Context: an optimization exercise on an open-source flow, tuned for a short achievable clock period and few clock cycles. The choices shown serve that exercise and are no tape-out recipe.
Function was checked by simulation only, so behaviour that the tests miss may differ from the original.
Power and IR drop assume default switching activity.

===== flow/config.mk =====
export PLATFORM = sky130hd
export DESIGN_NAME = mips_core
export DESIGN_NICKNAME = mips_core
export VERILOG_FILES = /design/flow/design.v
export SDC_FILE = /design/flow/constraint.sdc
export NUM_CORES = 4
export LEC_CHECK = 0
export CAP_MARGIN = 20
export CORE_MARGIN = 2
export CORE_UTILIZATION = 40
export SLEW_MARGIN = 20

===== flow/constraint.sdc =====
create_clock -name core_clock -period 10.0 [get_ports {clock}]
set_input_delay 2.0000 -clock core_clock [delete_from_list [all_inputs] [get_ports {clock}]]
set_output_delay 2.0000 -clock core_clock [all_outputs]
set_load 0.01 [all_outputs]

===== flow/design.v =====
module mips_core (
    input             clock,
    input             reset,
    output     [31:2] mem_addr,
    output            mem_we,
    output      [3:0] mem_be,      
    output     [31:0] mem_wdata,
    input      [31:0] mem_rdata
);
    localparam M_NONE = 4'd0, M_LB = 4'd1, M_LH = 4'd2, M_LWL = 4'd3, M_LW = 4'd4,
               M_LBU = 4'd5, M_LHU = 4'd6, M_LWR = 4'd7, M_SB = 4'd8, M_SH = 4'd9,
               M_SWL = 4'd10, M_SW = 4'd11, M_SWR = 4'd12, M_SC = 4'd13;
    reg [31:0] pc;
    reg [31:0] ifid_instr;
    reg [31:0] ifid_pc4;
    reg        idex_wr;
    reg  [4:0] idex_dst;
    reg  [3:0] idex_aluop;
    reg [31:0] idex_a;
    reg [31:0] idex_b;
    reg [31:0] idex_rtval;
    reg  [4:0] idex_shamt;
    reg        idex_ovchk;
    reg  [3:0] idex_mem;
    reg        exmem_wr;
    reg  [4:0] exmem_dst;
    reg [31:0] exmem_val;
    reg [31:0] exmem_rtval;
    reg  [3:0] exmem_mem;
    reg        memwb_wr;
    reg  [4:0] memwb_dst;
    reg [31:0] memwb_val;
    wire exmem_is_load  = (exmem_mem != M_NONE) && (exmem_mem <= M_LWR);
    wire exmem_is_store = (exmem_mem >= M_SB);
    wire exmem_memop    = exmem_is_load | exmem_is_store;
    wire [31:0] ins    = ifid_instr;
    wire  [5:0] op     = ins[31:26];
    wire  [5:0] fn     = ins[5:0];
    wire  [4:0] rs     = ins[25:21];
    wire  [4:0] rt     = ins[20:16];
    wire  [4:0] rd     = ins[15:11];
    wire [31:0] simm   = {{16{ins[15]}}, ins[15:0]};
    wire [31:0] zimm   = {16'd0, ins[15:0]};
    wire [31:0] rf_a, rf_b;
    wire        wb_we = memwb_wr && (memwb_dst != 5'd0);
    mips_regfile REGS (
        .clock(clock), .reset(reset),
        .addra(rs), .dataa(rf_a),
        .addrb(rt), .datab(rf_b),
        .we(wb_we), .addrw(memwb_dst), .dataw(memwb_val)
    );
    wire [31:0] ex_result;
    wire        ex_wr;
    wire [31:0] va = (rs == 5'd0)                         ? 32'd0 :
                     (ex_wr    && idex_dst  == rs)        ? ex_result :
                     (exmem_wr && exmem_dst == rs)        ? exmem_val :
                     (memwb_wr && memwb_dst == rs)        ? memwb_val : rf_a;
    wire [31:0] vb = (rt == 5'd0)                         ? 32'd0 :
                     (ex_wr    && idex_dst  == rt)        ? ex_result :
                     (exmem_wr && exmem_dst == rt)        ? exmem_val :
                     (memwb_wr && memwb_dst == rt)        ? memwb_val : rf_b;
    localparam A_ADD = 4'd0, A_SUB = 4'd1, A_AND = 4'd2, A_OR = 4'd3, A_XOR = 4'd4,
               A_NOR = 4'd5, A_SLT = 4'd6, A_SLTU = 4'd7, A_SLL = 4'd8, A_SRL = 4'd9,
               A_SRA = 4'd10, A_PASSB = 4'd11;
    reg        d_wr;
    reg  [4:0] d_dst;
    reg  [3:0] d_aluop;
    reg        d_useimm;
    reg [31:0] d_imm;
    reg        d_link;
    reg        d_varshift;
    reg        d_ovchk;
    reg  [3:0] d_mem;
    reg        d_branch;    
    reg [31:0] d_target;
    wire [31:0] br_target = ifid_pc4 + {simm[29:0], 2'b00};
    wire [31:0] j_target  = {ifid_pc4[31:28], ins[25:0], 2'b00};
    wire        a_eq_b    = (va == vb);
    wire        a_neg     = va[31];
    wire        a_zero    = (va == 32'd0);
    always @* begin
        d_wr = 1'b0; d_dst = rd; d_aluop = A_ADD; d_useimm = 1'b0; d_imm = simm;
        d_link = 1'b0; d_varshift = 1'b0; d_ovchk = 1'b0; d_mem = M_NONE;
        d_branch = 1'b0; d_target = br_target;
        case (op)
        6'b000000: begin
            case (fn)
            6'b000000: begin d_wr = 1'b1; d_aluop = A_SLL; end
            6'b000010: begin d_wr = 1'b1; d_aluop = A_SRL; end
            6'b000011: begin d_wr = 1'b1; d_aluop = A_SRA; end
            6'b000100: begin d_wr = 1'b1; d_aluop = A_SLL; d_varshift = 1'b1; end
            6'b000110: begin d_wr = 1'b1; d_aluop = A_SRL; d_varshift = 1'b1; end
            6'b000111: begin d_wr = 1'b1; d_aluop = A_SRA; d_varshift = 1'b1; end
            6'b001000: begin d_branch = 1'b1; d_target = va; end                         
            6'b001001: begin d_branch = 1'b1; d_target = va; d_wr = 1'b1; d_link = 1'b1; end  
            6'b100000: begin d_wr = 1'b1; d_aluop = A_ADD; d_ovchk = 1'b1; end
            6'b100001: begin d_wr = 1'b1; d_aluop = A_ADD; end
            6'b100010: begin d_wr = 1'b1; d_aluop = A_SUB; d_ovchk = 1'b1; end
            6'b100011: begin d_wr = 1'b1; d_aluop = A_SUB; end
            6'b100100: begin d_wr = 1'b1; d_aluop = A_AND; end
            6'b100101: begin d_wr = 1'b1; d_aluop = A_OR;  end
            6'b100110: begin d_wr = 1'b1; d_aluop = A_XOR; end
            6'b100111: begin d_wr = 1'b1; d_aluop = A_NOR; end
            6'b101010: begin d_wr = 1'b1; d_aluop = A_SLT; end
            6'b101011: begin d_wr = 1'b1; d_aluop = A_SLTU; end
            default: ;
            endcase
        end
        6'b000001: begin  
            d_dst = 5'd31;
            case (rt)
            5'b00000: d_branch = a_neg;                                    
            5'b00001: d_branch = ~a_neg;                                   
            5'b10000: begin d_branch = a_neg;  d_wr = 1'b1; d_link = 1'b1; end  
            5'b10001: begin d_branch = ~a_neg; d_wr = 1'b1; d_link = 1'b1; end  
            default: ;
            endcase
        end
        6'b000010: begin d_branch = 1'b1; d_target = j_target; end             
        6'b000011: begin d_branch = 1'b1; d_target = j_target; d_wr = 1'b1;    
                         d_link = 1'b1; d_dst = 5'd31; end
        6'b000100: d_branch = a_eq_b;                                          
        6'b000101: d_branch = ~a_eq_b;                                         
        6'b000110: d_branch = a_neg | a_zero;                                  
        6'b000111: d_branch = ~a_neg & ~a_zero;                                
        6'b001000: begin d_wr = 1'b1; d_dst = rt; d_useimm = 1'b1; d_ovchk = 1'b1; end  
        6'b001001: begin d_wr = 1'b1; d_dst = rt; d_useimm = 1'b1; end                
        6'b001010: begin d_wr = 1'b1; d_dst = rt; d_useimm = 1'b1; d_aluop = A_SLT; end
        6'b001011: begin d_wr = 1'b1; d_dst = rt; d_useimm = 1'b1; d_aluop = A_SLTU; end
        6'b001100: begin d_wr = 1'b1; d_dst = rt; d_useimm = 1'b1; d_imm = zimm; d_aluop = A_AND; end
        6'b001101: begin d_wr = 1'b1; d_dst = rt; d_useimm = 1'b1; d_imm = zimm; d_aluop = A_OR;  end
        6'b001110: begin d_wr = 1'b1; d_dst = rt; d_useimm = 1'b1; d_imm = zimm; d_aluop = A_XOR; end
        6'b001111: begin d_wr = 1'b1; d_dst = rt; d_useimm = 1'b1; d_imm = {ins[15:0], 16'd0};
                         d_aluop = A_PASSB; end                                          
        6'b100000: begin d_wr = 1'b1; d_dst = rt; d_useimm = 1'b1; d_mem = M_LB;  end
        6'b100001: begin d_wr = 1'b1; d_dst = rt; d_useimm = 1'b1; d_mem = M_LH;  end
        6'b100010: begin d_wr = 1'b1; d_dst = rt; d_useimm = 1'b1; d_mem = M_LWL; end
        6'b100011: begin d_wr = 1'b1; d_dst = rt; d_useimm = 1'b1; d_mem = M_LW;  end
        6'b100100: begin d_wr = 1'b1; d_dst = rt; d_useimm = 1'b1; d_mem = M_LBU; end
        6'b100101: begin d_wr = 1'b1; d_dst = rt; d_useimm = 1'b1; d_mem = M_LHU; end
        6'b100110: begin d_wr = 1'b1; d_dst = rt; d_useimm = 1'b1; d_mem = M_LWR; end
        6'b101000: begin d_useimm = 1'b1; d_mem = M_SB;  end
        6'b101001: begin d_useimm = 1'b1; d_mem = M_SH;  end
        6'b101010: begin d_useimm = 1'b1; d_mem = M_SWL; end
        6'b101011: begin d_useimm = 1'b1; d_mem = M_SW;  end
        6'b101110: begin d_useimm = 1'b1; d_mem = M_SWR; end
        6'b110000: begin d_wr = 1'b1; d_dst = rt; d_useimm = 1'b1; d_mem = M_LW;  end  
        6'b111000: begin d_wr = 1'b1; d_dst = rt; d_useimm = 1'b1; d_mem = M_SC;  end  
        default: ;
        endcase
    end
    wire idex_is_load = ((idex_mem != M_NONE) && (idex_mem <= M_LWR)) || (idex_mem == M_SC);
    wire load_use = idex_is_load && idex_wr && (idex_dst != 5'd0) &&
                    ((idex_dst == rs) || (idex_dst == rt));
    wire stall = exmem_memop | load_use;
    wire [31:0] pc4 = pc + 32'd4;
    always @(posedge clock) begin
        if (reset) begin
            pc         <= 32'd0;
            ifid_instr <= 32'd0;
            ifid_pc4   <= 32'd0;
        end else if (!stall) begin
            pc         <= d_branch ? d_target : pc4;
            ifid_instr <= mem_rdata;
            ifid_pc4   <= pc4;
        end
    end
    always @(posedge clock) begin
        if (reset || stall) begin
            idex_wr    <= 1'b0;
            idex_dst   <= 5'd0;
            idex_aluop <= A_ADD;
            idex_a     <= 32'd0;
            idex_b     <= 32'd0;
            idex_rtval <= 32'd0;
            idex_shamt <= 5'd0;
            idex_ovchk <= 1'b0;
            idex_mem   <= M_NONE;
        end else begin
            idex_wr    <= d_wr;
            idex_dst   <= d_dst;
            idex_aluop <= d_link ? A_PASSB : d_aluop;
            idex_a     <= va;
            idex_b     <= d_link ? (ifid_pc4 + 32'd4) : (d_useimm ? d_imm : vb);
            idex_rtval <= vb;
            idex_shamt <= d_varshift ? va[4:0] : ins[10:6];
            idex_ovchk <= d_ovchk;
            idex_mem   <= d_mem;
        end
    end
    wire        ovf;
    mips_alu ALU (
        .op(idex_aluop), .a(idex_a), .b(idex_b), .rtval(idex_rtval),
        .shamt(idex_shamt), .result(ex_result), .overflow(ovf)
    );
    assign ex_wr = idex_wr && !(idex_ovchk && ovf);
    always @(posedge clock) begin
        if (reset) begin
            exmem_wr    <= 1'b0;
            exmem_dst   <= 5'd0;
            exmem_val   <= 32'd0;
            exmem_rtval <= 32'd0;
            exmem_mem   <= M_NONE;
        end else begin
            exmem_wr    <= ex_wr;
            exmem_dst   <= idex_dst;
            exmem_val   <= ex_result;
            exmem_rtval <= idex_rtval;
            exmem_mem   <= idex_mem;
        end
    end
    wire  [1:0] ba = exmem_val[1:0];
    wire [31:0] ld_val;
    wire  [3:0] st_be;
    wire [31:0] st_data;
    mips_lsu LSU (
        .kind(exmem_mem), .ba(ba), .rdata(mem_rdata), .rtval(exmem_rtval),
        .ld_val(ld_val), .st_be(st_be), .st_data(st_data)
    );
    assign mem_addr  = exmem_memop ? exmem_val[31:2] : pc[31:2];
    assign mem_we    = exmem_is_store;
    assign mem_be    = exmem_is_store ? st_be : 4'b0000;
    assign mem_wdata = st_data;
    always @(posedge clock) begin
        if (reset) begin
            memwb_wr  <= 1'b0;
            memwb_dst <= 5'd0;
            memwb_val <= 32'd0;
        end else begin
            memwb_wr  <= exmem_wr;
            memwb_dst <= exmem_dst;
            memwb_val <= (exmem_is_load) ? ld_val :
                         (exmem_mem == M_SC) ? 32'd1 : exmem_val;
        end
    end
endmodule
module mips_regfile (
    input             clock,
    input             reset,
    input       [4:0] addra,
    output     [31:0] dataa,
    input       [4:0] addrb,
    output     [31:0] datab,
    input             we,
    input       [4:0] addrw,
    input      [31:0] dataw
);
    reg [31:0] regs [1:31];
    integer i;
    always @(posedge clock) begin
        if (reset) begin
            for (i = 1; i < 32; i = i + 1)
                regs[i] <= 32'd0;
        end else if (we && addrw != 5'd0) begin
            regs[addrw] <= dataw;
        end
    end
    assign dataa = (addra == 5'd0) ? 32'd0 : regs[addra];
    assign datab = (addrb == 5'd0) ? 32'd0 : regs[addrb];
endmodule
module mips_alu (
    input       [3:0] op,
    input      [31:0] a,
    input      [31:0] b,
    input      [31:0] rtval,
    input       [4:0] shamt,
    output reg [31:0] result,
    output            overflow
);
    wire [31:0] sum  = a + b;
    wire [31:0] diff = a - b;
    wire        is_sub = (op == 4'd1);
    assign overflow = is_sub ? ((a[31] != b[31]) && (diff[31] != a[31]))
                             : ((a[31] == b[31]) && (sum[31]  != a[31]));
    wire        slt  = (a[31] != b[31]) ? a[31] : diff[31];
    wire        sltu = (a < b);
    always @* begin
        case (op)
        4'd0:  result = sum;
        4'd1:  result = diff;
        4'd2:  result = a & b;
        4'd3:  result = a | b;
        4'd4:  result = a ^ b;
        4'd5:  result = ~(a | b);
        4'd6:  result = {31'd0, slt};
        4'd7:  result = {31'd0, sltu};
        4'd8:  result = rtval << shamt;
        4'd9:  result = rtval >> shamt;
        4'd10: result = $signed(rtval) >>> shamt;
        default: result = b;
        endcase
    end
endmodule
module mips_lsu (
    input       [3:0] kind,
    input       [1:0] ba,
    input      [31:0] rdata,
    input      [31:0] rtval,
    output reg [31:0] ld_val,
    output reg  [3:0] st_be,
    output reg [31:0] st_data
);
    reg  [7:0] byte_sel;
    reg [15:0] half_sel;
    always @* begin
        case (ba)
        2'd0: byte_sel = rdata[31:24];
        2'd1: byte_sel = rdata[23:16];
        2'd2: byte_sel = rdata[15:8];
        default: byte_sel = rdata[7:0];
        endcase
        half_sel = ba[1] ? rdata[15:0] : rdata[31:16];
        case (kind)
        4'd1: ld_val = {{24{byte_sel[7]}}, byte_sel};
        4'd2: ld_val = {{16{half_sel[15]}}, half_sel};
        4'd3: case (ba)                                     
              2'd0: ld_val = rdata;
              2'd1: ld_val = {rdata[23:0], rtval[7:0]};
              2'd2: ld_val = {rdata[15:0], rtval[15:0]};
              default: ld_val = {rdata[7:0], rtval[23:0]};
              endcase
        4'd5: ld_val = {24'd0, byte_sel};
        4'd6: ld_val = {16'd0, half_sel};
        4'd7: case (ba)                                     
              2'd0: ld_val = {rtval[31:8], rdata[31:24]};
              2'd1: ld_val = {rtval[31:16], rdata[31:16]};
              2'd2: ld_val = {rtval[31:24], rdata[31:8]};
              default: ld_val = rdata;
              endcase
        default: ld_val = rdata;                            
        endcase
        case (kind)
        4'd8: begin                                         
            st_be   = 4'b1000 >> ba;
            st_data = {4{rtval[7:0]}};
        end
        4'd9: begin                                         
            st_be   = ba[1] ? 4'b0011 : 4'b1100;
            st_data = {2{rtval[15:0]}};
        end
        4'd10: begin                                        
            st_be   = 4'b1111 >> ba;
            st_data = rtval >> {ba, 3'b000};
        end
        4'd12: begin                                        
            st_be   = 4'b1111 << (2'd3 - ba);
            st_data = rtval << {(2'd3 - ba), 3'b000};
        end
        default: begin                                      
            st_be   = 4'b1111;
            st_data = rtval;
        end
        endcase
    end
endmodule

===== flow/run.sh =====
#!/bin/bash
# synth_recipe.tcl (not shown) runs the flow's synth.tcl, then flattens the netlist and writes it again
# the make line also repeats each setting of config.mk as NAME=value (left out here)
make -C /OpenROAD-flow-scripts/flow DESIGN_CONFIG=/design/flow/config.mk WORK_HOME=/design/flow/orfs CLKGATE_MAP_FILE= SYNTH_SCRIPT=/design/flow/synth_recipe.tcl finish

==> flow_metrics.env <==
export IMPL_outcome="finished clean"
export IMPL_antenna_left=0
export IMPL_cts_buffers=156
export IMPL_setup_worst_path_class="flip-flop to flip-flop"
export IMPL_grt_pass1_vias=65700
export IMPL_synth_edf_count=1024
export IMPL_synth_seq_cells=1358
export IMPL_clk_path_buf_depth=3
export IMPL_timing_critical_path_slowest_cell_delay_ns=0.61
export IMPL_setup_viol_count_final=0
export IMPL_antenna_found_initial=14
export IMPL_period_minus_slack_ns=9.03
export IMPL_critPathSlowestCell="o211ai_1"
export IMPL_fin_crit_sh=0.903
export IMPL_ys_warn_count=4
export IMPL_area_delta_synth_final_pct=11.2
export IMPL_pin_count=101
export IMPL_yosysSeqAreaShare=0.434
export IMPL_worst_path_buf_inv=4
export IMPL_die_area_mm2=0.219
export IMPL_drcViolationCount=0
export IMPL_min_from="pc[0]$_SDFFE_PP0P_"
export IMPL_clock_latency_ns=0.84
export IMPL_min_to="ifid_pc4[0]$_SDFFE_PP0N_"
export IMPL_cts_hold_buffers=0
export IMPL_wirelength_um=362000
export IMPL_start_util=0.402
export IMPL_r2r_start="idex_b[4]$_SDFF_PP0_"
export IMPL_crit_family="compound AO/OA/AOI/OAI gates"
export IMPL_netlist_cell_type_count=101
export IMPL_clkTransAtPathRegs_ns=0.06
export IMPL_rrSetupSlack_ns=0.97
export IMPL_reg2reg_to="pc[26]$_SDFFE_PP0N_"
export IMPL_crit_required_ns=10.64
export IMPL_first_pass_iters=8
export IMPL_whs_path_depth=2
export IMPL_synth_area_mm2=0.0863
export IMPL_cts_tree="done"
export IMPL_drtIter0Drc=9862
export IMPL_rsz0062_at_grt="false"
export IMPL_max_freq_mhz=111
export IMPL_fin_skew_ns=0.0589
export IMPL_dpl_worst_slack_ns=1.19
export IMPL_holdCritPathClass="flip-flop to flip-flop"
export IMPL_setup_slack_ns=0.968
export IMPL_cp_start_kind="flip-flop"
export IMPL_leakagePower_uw=0.0334
export IMPL_cts_resized=0
export IMPL_fp_dieW_um=468
export IMPL_ff2ff_path_depth=31
export IMPL_path_max_fanout=21
export IMPL_seq_area_mm2=0.0375
export IMPL_chipHeight_um=468
export IMPL_syn_avg_cell_area_um2=11.4
export IMPL_grt_max_degree=85
export IMPL_rows=170
export IMPL_grt_pass1_wl_um=508000
export IMPL_cap_violations=0
export IMPL_vias=67500
export IMPL_syn_inst=7556
export IMPL_power_density_mw_per_mm2=180
export IMPL_n_fill_cell=19600
export IMPL_cts_sinks=1358
export IMPL_drive_gt1_frac=0.195
export IMPL_arrival_ns=9.67
export IMPL_report_final_slew_viol_count=0
export IMPL_vias_per_cell=6.54
export IMPL_vdd_drop_max_uv=198
export IMPL_multiInputGateArea_mm2=0.0461
export IMPL_cts_root_buf="clkbuf_16"
export IMPL_hold_viol=0
export IMPL_core_mm2=0.214
export IMPL_overflow=0
export IMPL_setup_tns_final_ns=0
export IMPL_post_drt_wl_per_cell_um=35.1
export IMPL_critPathCaptureType="flip-flop"
export IMPL_num_nets_final=7516
export IMPL_synth_flop_cell="edfxtp_1"
export IMPL_worst_slew_margin_rel=0.152
export IMPL_post_cts_buffers=0
export IMPL_htreeDepth=4
export IMPL_dp_hpwl_um=245000
export IMPL_grt_usage=0.325
export IMPL_worstMarginPinSlew_ns=1.26
export IMPL_gp_congestion=1.01
export IMPL_async_flop_share=0
export IMPL_io_buffers=100
-- registers in the layout, indices dropped and copies added (netlist names), 5 cells and up, named ones only --
signal / flops
REGS.regs: 1024
exmem_dst: 5
exmem_rtval: 32
exmem_val: 32
idex_a: 32
idex_b: 32
idex_dst: 5
idex_rtval: 32
idex_shamt: 5
ifid_instr: 32
ifid_pc4: 32
memwb_dst: 5
memwb_val: 32
pc: 32
-- final cells by class --
type | count | area share
Clock inverter | 81 | 0.00977
Antenna cell | 12 | 0.000313
Multi-Input combinational cell | 5348 | 0.481
Inverter | 136 | 0.00533
Timing Repair Buffer | 343 | 0.0311
Clock buffer | 204 | 0.0443
Sequential cell | 1358 | 0.391
Tap cell | 2838 | 0.0370
-- cell families after synthesis --
| kind of cell | Yosys count | share of synthesized area |
|---|---|---|
| AO/OA/AOI/OAI | 1395 | 0.111 |
| XOR/XNOR | 152 | 0.0154 |
| adder cells (fa/ha/maj) | 139 | 0.0205 |
| buffers and inverters | 881 | 0.0412 |
| flip-flops | 1358 | 0.434 |
| multiplexers | 958 | 0.215 |
| other | 1 | 0.0000435 |
| AND/OR/NAND/NOR | 2672 | 0.163 |
-- metrics by stage --
stage | cells | utilization | hold slack [ns] | power (µW) | cell area [µm²]
final | 10300 | 0.447 | 0.457 | 17300 | 95900
after global routing | 10300 | 0.447 | 0.475 | 17700 | 95900
after CTS | 10300 | 0.447 | 0.457 | 17200 | 95800
after detailed placement | 10000 | 0.423 | 0.457 | 11400 | 90700
after global placement | 10000 | 0.422 | 0.445 | 11400 | 90600
after floorplan | 7587 | - | 0.425 | 9490 | 86400
-- worst max path at each step --
stage / from / end / slack (ns) / depth (start not counted)
2_1_floorplan: idex_b[7]$_SDFF_PP0_ / pc[21]$_SDFFE_PP0N_ / 3.69 / 31
3_3_place_gp: idex_b[4]$_SDFF_PP0_ / pc[23]$_SDFFE_PP0N_ / 1.26 / 31
3_5_place_dp: idex_b[4]$_SDFF_PP0_ / pc[26]$_SDFFE_PP0N_ / 1.19 / 31
4_1_cts: idex_b[4]$_SDFF_PP0_ / pc[26]$_SDFFE_PP0N_ / 1.12 / 31
5_1_grt: idex_b[7]$_SDFF_PP0_ / pc[23]$_SDFFE_PP0N_ / 0.57 / 31
6_report: idex_b[4]$_SDFF_PP0_ / pc[26]$_SDFFE_PP0N_ / 0.97 / 31
-- layer usage --
metal | up-vias | track usage | routed length [µm]
met1 | 34200 | 0.409 | 133000
met5 | - | 0 | 55
li1 | 28200 | - | -
met2 | 4186 | 0.509 | 166000
met4 | 10 | 0.209 | 27600
met3 | 918 | 0.0674 | 35000
-- where the power goes --
part           internal (µW)  switching (µW)
Clock                   3310            2540
Combinational           1610            2820
Sequential              6380             596
-- synth_stat cells, drive strengths merged, types with 21 or more instances --
cell	instances	area (µm²)
a2111oi	24	235
a211oi	129	1030
a21o	28	210
a21oi	268	1340
a221o	22	220
a221oi	58	508
a22oi	79	593
a311oi	21	184
a31oi	50	319
and2	1023	6400
and3	49	307
buf	177	910
clkbuf	568	2130
dfxtp	334	6690
edfxtp	1024	30700
ha	135	1690
inv	132	495
mux2	79	890
mux2i	173	1730
mux4	706	15900
nand2	476	1790
nand2b	34	213
nand3	181	906
nand3b	24	180
nand4	28	175
nor2	512	1920
nor2b	95	594
nor3	120	606
nor4	31	200
o211ai	63	478
o21ai	317	1590
o221ai	33	289
o22ai	38	238
or3	22	138
xnor2	77	674
xor2	75	657
-- layout by cell type, fill, tap and decap left out, types with 114 or more instances in the layout --
cell	count
edfxtp_1	1024
and2_1	1021
mux4_2	706
nor2_1	478
nand2_1	471
dfxtp_1	296
o21ai_0	274
a21oi_1	267
buf_4	232
nand3_1	178
mux2i_1	173
clkbuf_16	158
ha_1	135
inv_1	128
a211oi_1	117
nor3_1	114
-- tightest hold or removal path, cell delays in order, from the launching register on --
cell and delay (ns):
dfxtp_1 0.31, nand2_1 0.06, a21oi_1 0.06
Testbench counts, summed over its fixed seeds: cycles 29,227.

afterwards: timing with drivers on the ports:
The flow's constraints put no driver on any port. The routed layout listed below was extracted and timed again, unchanged, in two steps. Step 1 sets driving cells, clkbuf_16 on the clock port and buf_2 on the other inputs (assumed; they add their load-dependent delay and slew). Step 2 also shifts input and output timing later by t, the mid clock arrival at the registers, as if the neighbouring blocks saw the same clock. Slacks: no drivers / after step 1 / after step 2; pairs: no drivers / after step 1.
t, ns: 0.898
setup slack, ns: 0.968 / 0.968 / 0.968
slew at the worst register clock pin (ns): 0.07 / 0.07
worst data-port slew with drivers (ns): 0.04
After both steps setup and hold are still met in this run. For this run, drivers alone change the setup slack by 0.000 ns; drivers and shift together by 0.000 ns.
